Source: an optimization exercise on an open RTL-to-GDS flow (aim: small area, a short achievable clock period and few clock cycles per item). Production flows keep margins and buffers that such runs may drop.
No functional check of the RTL was part of this run.

==> flow/design.v <==
module mdu_chunks (
  input  wire [63:0] v,
  input  wire        e,
  output wire [2:0]  m
);
  wire f1 = (v[63:15] == {49{e}});
  wire f2 = (v[63:31] == {33{e}});
  wire f3 = (v[63:47] == {17{e}});
  wire f4 = (v[63]    == e);
  assign m = f1 ? 3'd1 : f2 ? 3'd2 : f3 ? 3'd3 : f4 ? 3'd4 : 3'd5;
endmodule
module mdu_lzc64 (
  input  wire [63:0] v,
  output wire [6:0]  lz
);
  wire [31:0] z1;
  wire [31:0] c1;
  genvar g;
  generate
    for (g = 0; g < 32; g = g + 1) begin : l1
      assign z1[g] = ~(v[2*g+1] | v[2*g]);
      assign c1[g] = ~v[2*g+1];
    end
  endgenerate
  wire [15:0] z2;
  wire [31:0] c2;
  generate
    for (g = 0; g < 16; g = g + 1) begin : l2
      assign z2[g] = z1[2*g+1] & z1[2*g];
      assign c2[2*g+1:2*g] = z1[2*g+1] ? {1'b1, c1[2*g]} : {1'b0, c1[2*g+1]};
    end
  endgenerate
  wire [7:0]  z3;
  wire [23:0] c3;
  generate
    for (g = 0; g < 8; g = g + 1) begin : l3
      assign z3[g] = z2[2*g+1] & z2[2*g];
      assign c3[3*g+2:3*g] = z2[2*g+1] ? {1'b1, c2[4*g+1:4*g]} : {1'b0, c2[4*g+3:4*g+2]};
    end
  endgenerate
  wire [3:0]  z4;
  wire [15:0] c4;
  generate
    for (g = 0; g < 4; g = g + 1) begin : l4
      assign z4[g] = z3[2*g+1] & z3[2*g];
      assign c4[4*g+3:4*g] = z3[2*g+1] ? {1'b1, c3[6*g+2:6*g]} : {1'b0, c3[6*g+5:6*g+3]};
    end
  endgenerate
  wire [1:0]  z5;
  wire [9:0]  c5;
  generate
    for (g = 0; g < 2; g = g + 1) begin : l5
      assign z5[g] = z4[2*g+1] & z4[2*g];
      assign c5[5*g+4:5*g] = z4[2*g+1] ? {1'b1, c4[8*g+3:8*g]} : {1'b0, c4[8*g+7:8*g+4]};
    end
  endgenerate
  assign lz = (z5[1] & z5[0]) ? 7'd64 :
              z5[1] ? {2'b01, c5[4:0]} : {2'b00, c5[9:5]};
endmodule
module mul_div_unit #(
  parameter XLEN = 64
)(
  input  wire                clk,
  input  wire                reset_n,
  input  wire                start,
  input  wire  [3:0]         operation,
  input  wire                is_word_op,
  input  wire  [XLEN-1:0]    operand_a,
  input  wire  [XLEN-1:0]    operand_b,
  output wire  [XLEN-1:0]    result,
  output wire                busy,
  output wire                ready
);
  localparam S_IDLE  = 0;
  localparam S_MPREP = 1;
  localparam S_MIT   = 2;
  localparam S_MEXT  = 3;
  localparam S_DPREP = 4;
  localparam S_ABSB  = 5;
  localparam S_NORM  = 6;
  localparam S_DIT   = 7;
  localparam S_FIN   = 8;
  reg [8:0]  st;
  reg        rdy;
  reg        bsy;
  reg [65:0] ra;
  reg [63:0] rx;
  reg [63:0] rl;
  reg        xs;         
  reg        yb;         
  reg        sel1, sel2, bneg;    
  reg [5:0]  cnt;
  reg [1:0]  mc;         
  reg        e5;         
  reg [2:0]  opr;
  reg        wr;
  reg        sn, sd;     
  reg        negq;       
  wire is_div = opr[2];
  wire hi     = ~opr[2] & (opr[1] | opr[0]);
  wire m_sa   = ~(opr[1] & opr[0]);           
  wire m_sb   = ~opr[1];                      
  wire d_sg   = ~opr[0];                      
  wire d_rem  = opr[1];
  wire wsx = ~(operation[2] & operation[0]);
  wire [63:0] a_in = is_word_op ? {{32{wsx & operand_a[31]}}, operand_a[31:0]} : operand_a;
  wire [63:0] b_in = is_word_op ? {{32{wsx & operand_b[31]}}, operand_b[31:0]} : operand_b;
  wire neg_n = d_sg & ra[63];
  wire neg_d = d_sg & rx[63];
  reg  [66:0] add_a;
  always @(*) begin
    add_a = 67'd0;
    if (st[S_MIT] | st[S_MEXT])
      add_a = {ra[65], ra};
    else if (st[S_DIT])
      add_a = {3'b000, ra[63:0]};
    else if (st[S_DPREP])
      add_a = {3'b000, ~ra[63:0]};
    else if (st[S_FIN] & d_rem)
      add_a = {3'b000, ra[63:0] ^ {64{negq}}};
  end
  wire [66:0] x67  = {xs, xs, xs, rx};
  wire [66:0] x267 = {xs, xs, rx, 1'b0};
  wire [66:0] pp   = ((sel1 ? x67 : 67'd0) | (sel2 ? x267 : 67'd0)) ^ {67{bneg}};
  wire [66:0] qterm = (st[S_FIN] & ~d_rem) ? {3'b000, rl ^ {64{negq}}} : 67'd0;
  wire [66:0] add_b = pp | qterm;
  wire        cin   = bneg | (st[S_DPREP] & neg_n) | (st[S_FIN] & negq);
  wire [66:0] sum   = add_a + add_b + {66'd0, cin};
  wire xa = m_sa & ra[63];
  wire xb = m_sb & rx[63];
  wire [2:0] ma, mb;
  mdu_chunks cha (.v(ra[63:0]), .e(xa), .m(ma));
  mdu_chunks chb (.v(rx),       .e(xb), .m(mb));
  wire swap = (ma < mb);
  wire [63:0] mplier = swap ? ra[63:0] : rx;
  wire [63:0] mcand  = swap ? rx : ra[63:0];
  wire        mcx    = swap ? xb : xa;
  wire [2:0]  mm     = swap ? ma : mb;
  function [2:0] booth;    
    input [2:0] y;
    begin
      booth[2] = y[1] ^ y[0];
      booth[1] = (y == 3'b011) | (y == 3'b100);
      booth[0] = y[2] & ~(y[1] & y[0]);
    end
  endfunction
  wire [6:0] lzn, lzd;
  mdu_lzc64 lz_n (.v(ra[63:0]), .lz(lzn));
  mdu_lzc64 lz_d (.v(rx),       .lz(lzd));
  wire [7:0] sdiff = {1'b0, lzd} - {1'b0, lzn};
  wire       dz    = lzd[6];
  wire       qz    = sdiff[7];            
  wire [63:0] dsh  = rx << sdiff[5:0];
  wire [127:0] win = hi ? {{62{ra[65]}}, ra} : {ra[63:0], rl};
  reg  [63:0] mres;
  always @(*) begin
    case (mc)
      2'd0: mres = win[111:48];
      2'd1: mres = win[95:32];
      2'd2: mres = win[79:16];
      default: mres = win[63:0];
    endcase
  end
  wire [63:0] fres  = is_div ? sum[63:0] : mres;
  wire [63:0] fresw = wr ? {{32{fres[31]}}, fres[31:0]} : fres;
  always @(posedge clk or negedge reset_n) begin
    if (!reset_n) begin
      st  <= 9'd1 << S_IDLE;
      rdy <= 1'b0;
      bsy <= 1'b0;
    end else begin
      rdy <= 1'b0;
      st  <= 9'd0;
      case (1'b1)
        st[S_IDLE]: begin
          if (start) begin
            bsy <= 1'b1;
            st[operation[2] ? S_DPREP : S_MPREP] <= 1'b1;
          end else begin
            st[S_IDLE] <= 1'b1;
          end
        end
        st[S_MPREP]: st[S_MIT] <= 1'b1;
        st[S_MIT]:   if (cnt == 6'd0) st[e5 ? S_MEXT : S_FIN] <= 1'b1;
                     else st[S_MIT] <= 1'b1;
        st[S_MEXT]:  st[S_FIN] <= 1'b1;
        st[S_DPREP]: begin
          if (neg_d) st[S_ABSB] <= 1'b1;
          else if (neg_n) st[S_NORM] <= 1'b1;
          else if (dz | qz) st[S_FIN] <= 1'b1;
          else st[S_DIT] <= 1'b1;
        end
        st[S_ABSB]:  st[S_NORM] <= 1'b1;
        st[S_NORM]: begin
          if (dz | qz) st[S_FIN] <= 1'b1;
          else st[S_DIT] <= 1'b1;
        end
        st[S_DIT]:   if (cnt == 6'd0) st[S_FIN] <= 1'b1;
                     else st[S_DIT] <= 1'b1;
        st[S_FIN]: begin
          st[S_IDLE] <= 1'b1;
          rdy <= 1'b1;
          bsy <= 1'b0;
        end
        default: st[S_IDLE] <= 1'b1;
      endcase
    end
  end
  wire do_norm = st[S_NORM] | (st[S_DPREP] & ~neg_n & ~neg_d);
  always @(posedge clk) begin
    case (1'b1)
      st[S_IDLE]: begin
        ra   <= {2'b00, a_in};
        rx   <= b_in;
        opr  <= operation[2:0];
        wr   <= is_word_op;
        sel1 <= 1'b0;
        sel2 <= 1'b0;
        bneg <= 1'b0;
        xs   <= 1'b0;
      end
      st[S_MPREP]: begin
        ra   <= 66'd0;
        rl   <= mplier;
        rx   <= mcand;
        xs   <= mcx;
        yb   <= 1'b0;
        {sel1, sel2, bneg} <= booth({mplier[1:0], 1'b0});
        e5   <= (mm == 3'd5);
        mc   <= (mm == 3'd5) ? 2'd3 : mm[1:0] - 2'd1;
        cnt  <= (mm == 3'd5) ? 6'd31 : {mm[1:0] - 2'd1, 3'b111};
      end
      st[S_MIT]: begin
        ra  <= {sum[66], sum[66:2]};
        rl  <= {sum[1:0], rl[63:2]};
        yb  <= rl[1];
        cnt <= cnt - 6'd1;
        if (cnt == 6'd0)
          {sel1, sel2, bneg} <= 3'b100;       
        else
          {sel1, sel2, bneg} <= booth({rl[3:2], rl[1]});
      end
      st[S_MEXT]: begin
        ra <= sum[65:0];
      end
      st[S_DPREP]: begin
        sn <= neg_n;
        sd <= neg_d;
        if (neg_n)
          ra <= {2'b00, sum[63:0]};
        if (neg_d) begin
          sel1 <= 1'b1;
          bneg <= 1'b1;
        end
      end
      st[S_ABSB]: begin
        rx   <= sum[63:0];
        sel1 <= 1'b0;
        bneg <= 1'b0;
      end
      st[S_DIT]: begin
        if (~sum[66])
          ra <= {2'b00, sum[63:0]};
        rl  <= {rl[62:0], ~sum[66]};
        rx  <= {1'b0, rx[63:1]};
        cnt <= cnt - 6'd1;
        if (cnt == 6'd0) begin
          sel1 <= 1'b0;
          bneg <= 1'b0;
        end
      end
      st[S_FIN]: begin
        rx <= fresw;
      end
      default: ;
    endcase
    if (do_norm) begin
      negq <= d_rem ? (st[S_NORM] ? sn : neg_n)
                    : ((st[S_NORM] ? (sn ^ sd) : (neg_n ^ neg_d)) & ~dz);
      cnt  <= sdiff[5:0];
      if (dz) begin
        rl <= {64{1'b1}};
      end else if (qz) begin
        rl <= 64'd0;
      end else begin
        rl   <= 64'd0;
        rx   <= dsh;
        sel1 <= 1'b1;
        bneg <= 1'b1;
      end
    end
  end
  assign result = rx;
  assign busy   = bsy;
  assign ready  = rdy;
endmodule
==> flow/run.sh <==
#!/bin/bash
# synth_recipe.tcl (not shown) runs the flow's synth.tcl, then flattens the netlist and writes it again
# the make line also repeats each setting of config.mk as NAME=value (left out here)
make -C /OpenROAD-flow-scripts/flow DESIGN_CONFIG=/design/flow/config.mk WORK_HOME=/design/flow/orfs CLKGATE_MAP_FILE= SYNTH_SCRIPT=/design/flow/synth_recipe.tcl finish
==> flow/config.mk <==
export PLATFORM = sky130hd
export DESIGN_NAME = mul_div_unit
export DESIGN_NICKNAME = mul_div_unit
export VERILOG_FILES = /design/flow/design.v
export SDC_FILE = /design/flow/constraint.sdc
export NUM_CORES = 4
export LEC_CHECK = 0
export CAP_MARGIN = 20
export CORE_MARGIN = 2
export CORE_UTILIZATION = 40
export SLEW_MARGIN = 20
==> flow/constraint.sdc <==
create_clock -name core_clock -period 6.0 [get_ports {clk}]
set_input_delay 1.2000 -clock core_clock [delete_from_list [all_inputs] [get_ports {clk}]]
set_output_delay 1.2000 -clock core_clock [all_outputs]
set_load 0.01 [all_outputs]
==> impl_metrics.json <==
{
  "status": "finished clean",
  "required_ns": 6.43,
  "nNetsFinal": 4837,
  "synth_edf_count": 146,
  "port_buffers": 200,
  "drive_above_1_share_pct": 16.6,
  "min_path_type": "flip-flop to flip-flop",
  "first_iter_violations": 6667,
  "drc_errors": 0,
  "wirelength_um": 193000,
  "crit_slowest_cell": "nor4_4",
  "synth_cells": 4380,
  "tritoncts": "built",
  "tns_ns": 0,
  "start_util_pct": 40.4,
  "grt_pass1_wl_um": 269000,
  "async_reset_ff_share_pct": 4.89,
  "dp_hpwl_um": 147000,
  "synth.distinct_cells": 95,
  "num_rows": 104,
  "grt_overflow": 0,
  "post-synth-top-count-cell": "o21ai_0",
  "worstPathMaxFanout": 4,
  "final_max_slew_viol_count": 0,
  "postCtsHoldBufs": 0,
  "vias": 39465,
  "rr_worst_depth": 20,
  "tightest_slew_ns": 1.10,
  "slew_headroom_pct": 24.5,
  "post_cts_buffers": 0,
  "coreArea_mm2": 0.0805,
  "max_stage_delay_ns": 0.62,
  "drt_first_pass_iters": 9,
  "clk_pin_slew_ns": 0.06,
  "drv_cap": 0,
  "dieArea_mm2": 0.0837,
  "ant_nets": 0,
  "synth_top_area_share_pct": 13.5,
  "fin_util_pct": 48.8,
  "crit_path_frequent_cell": "buf_4",
  "globalRouteTotalUtil_pct": 44.5,
  "crit_type": "flip-flop to flip-flop",
  "fin_crit_sh_pct": 97.5,
  "rsz0062_at_grt": "false",
  "die_h_um": 289,
  "setup_viol": 0,
  "clock_sinks": 225,
  "cp-start-kind": "flip-flop",
  "antenna_found_initial": 6,
  "synth_top_area_cell": "edfxtp_1",
  "grt_pass1_vias": 36380,
  "cts_max_level": 2,
  "critical_path.cell_chain": "nor4_4 > and3_1 > nand2_1 > nor2_1 > nor3_1 > buf_4 > a41oi_1 > ha_1 > nor2b_1 > o21ai_0 > a21boi_0 > o31a_1 > o31ai_2 > buf_4 > nor2_4 > buf_4 > a21oi_1 > o311ai_0 > a2111oi_0 > a31oi_1",
  "synth_seq_cells": 225,
  "numCtsBuffers": 34,
  "finalCriticalPeriod_ns": 5.85,
  "cts.path.max_buffers": 3,
  "die_x_um": 289,
  "skew_ns": 0.0441,
  "yosys_warnings": 1,
  "syn_area_per_cell_um2": 7.44,
  "fmax_mhz": 171,
  "nFillCells": 8153,
  "clockRootBuffer": "clkbuf_16",
  "seq_area_frac_synth_pct": 18.5,
  "grt_max_degree": 83,
  "via_per_inst": 6.92,
  "crit_arrival_ns": 6.28,
  "synth_common_cells": "487 x o21ai_0, 442 x a21oi_1, 400 x nor2_1, 389 x nand2_1, 369 x clkbuf_1",
  "syn_to_final_growth_pct": 20.6,
  "hold_viol_final": 0,
  "cts-resized-gates": 3,
  "whs_path_depth": 2,
  "synth_nets": 4599,
  "clk_latency_ns": 0.58,
  "synthTopCellsByArea": "edfxtp_1 13%, mux2i_1 9.1%, o21ai_0 7.5%",
  "crit_path_end_kind": "flip-flop",
  "netlist_area_mm2": 0.0326,
  "ioPinCount": 202,
  "place_congestion": 1.12,
  "yosys_most_used_dff": "edfxtp_1",
  "routedWlPerCell_um": 33.8
}
-- routing by layer --
layer  up-vias  share of wire [%]  track usage (%)
li1      16771                  -                -
met1     18820                 38             57.6
met5         -              0.084             1.25
met4         4                7.3             25.9
met2      3176                 40             62.9
met3       694                 15             16.6
-- state kept, by name, indices dropped and copies added, names as in the netlist --
register and cells:
ra 66, rl 64, rx 64, st 9, cnt 6, opr 3
mc 2, bneg 1, bsy 1, e5 1, negq 1, rdy 1
sd 1, sel1 1, sel2 1, sn 1, wr 1, xs 1
-- stage by stage --
step                      setup slack [ns]  instance area [um2]  hold WS [ns]  std cells
after detailed placement            -0.341                38100         0.510       5642
final                                0.148                39300         0.522       5705
after CTS                            0.155                39200         0.523       5702
after global routing                0.0109                39300         0.537       5703
after floorplan                      0.271                32600         0.485       4380
after global placement              -0.496                38100         0.488       5642
-- final cells by class --
class | instances | area, um2 | share of cell area [%]
Timing Repair Buffer | 687 | 5950 | 15.1
Sequential cell | 225 | 6040 | 15.4
Inverter | 101 | 383 | 0.975
Clock buffer | 44 | 971 | 2.47
Multi-Input combinational cell | 3569 | 24500 | 62.3
Tap cell | 1060 | 1330 | 3.38
Antenna cell | 3 | 7.51 | 0.0191
Clock inverter | 16 | 148 | 0.376
-- cell usage in the layout (no fill, tap or decap), types with 70 or more instances in the layout --
master           synthesis  routed
a211oi_1                71      70
a21oi_1                442     441
a22oi_1                 82      82
buf_4                    9     464
clkdlybuf4s50_1          0     200
edfxtp_1               146     146
ha_1                    80      79
inv_1                   96      95
mux2_2                  86      86
mux2i_1                296     296
mux4_2                  76      76
nand2_1                389     387
nor2_1                 400     396
nor3_1                  80      79
o21ai_0                487     485
xnor2_1                236     234
-- final timing paths --
path | slack, ns | startpoint | end
setup reg to reg | 0.15 | ra[27] | rx[54]
setup / recovery | 0.15 | ra[27] | rx[54]
max in group asynchronous | 4.67 | reset_n | st[1]
hold / removal | 0.52 | bsy | bsy
hold reg to reg | 0.52 | bsy | bsy
min in group asynchronous | 0.95 | reset_n | st[2]
-- worst max-delay path, delay by kind of cell, from the launching register on --
| kind | cells | cell delay, ns |
|---|---|---|
| compound gates | 9 | 2.69 |
| fa+ha+maj | 1 | 0.31 |
| buf+inv | 3 | 0.51 |
| flops | 1 | 0.45 |
| simple gates | 7 | 1.75 |
-- cell families (layout without fill, tap and decap cells) --
family / count (synthesis) / count (layout) / synth area share [%]
compound gates: 1564 / 1564 / 29.9
xor+xnor: 266 / 266 / 7.15
fa+ha+maj: 83 / 83 / 3.26
buf+inv: 586 / 848 / 7.12
flops: 225 / 225 / 18.5
mux: 459 / 459 / 17.4
other cells: 0 / 3 / 0
simple gates: 1197 / 1197 / 16.7

[afterwards: timing with drivers on the ports]
The flow's constraints put no driver on any port. The routed layout listed below was extracted and timed again, unchanged, in two steps. Step 1 assumes that a clkbuf_16 drives the clock port and a buf_2 every other input. Step 2 also shifts input and output timing later by t, the mid clock arrival at the registers, as if the neighbouring blocks saw the same clock. Three values: ideal ports, drivers, drivers and shift; two values: the first two.
t, ns: 0.634
slack for setup (ns): 0.148 / 0.148 / 0.148
hold slack, ns: 0.522 / 0.522 / 0.522
worst setup path at the end: register to register
worst slew at a driven data input, ns: 0.10
After both steps this run still meets setup and hold. For this run, drivers alone change the setup slack by 0.000 ns; drivers and shift together by 0.000 ns.
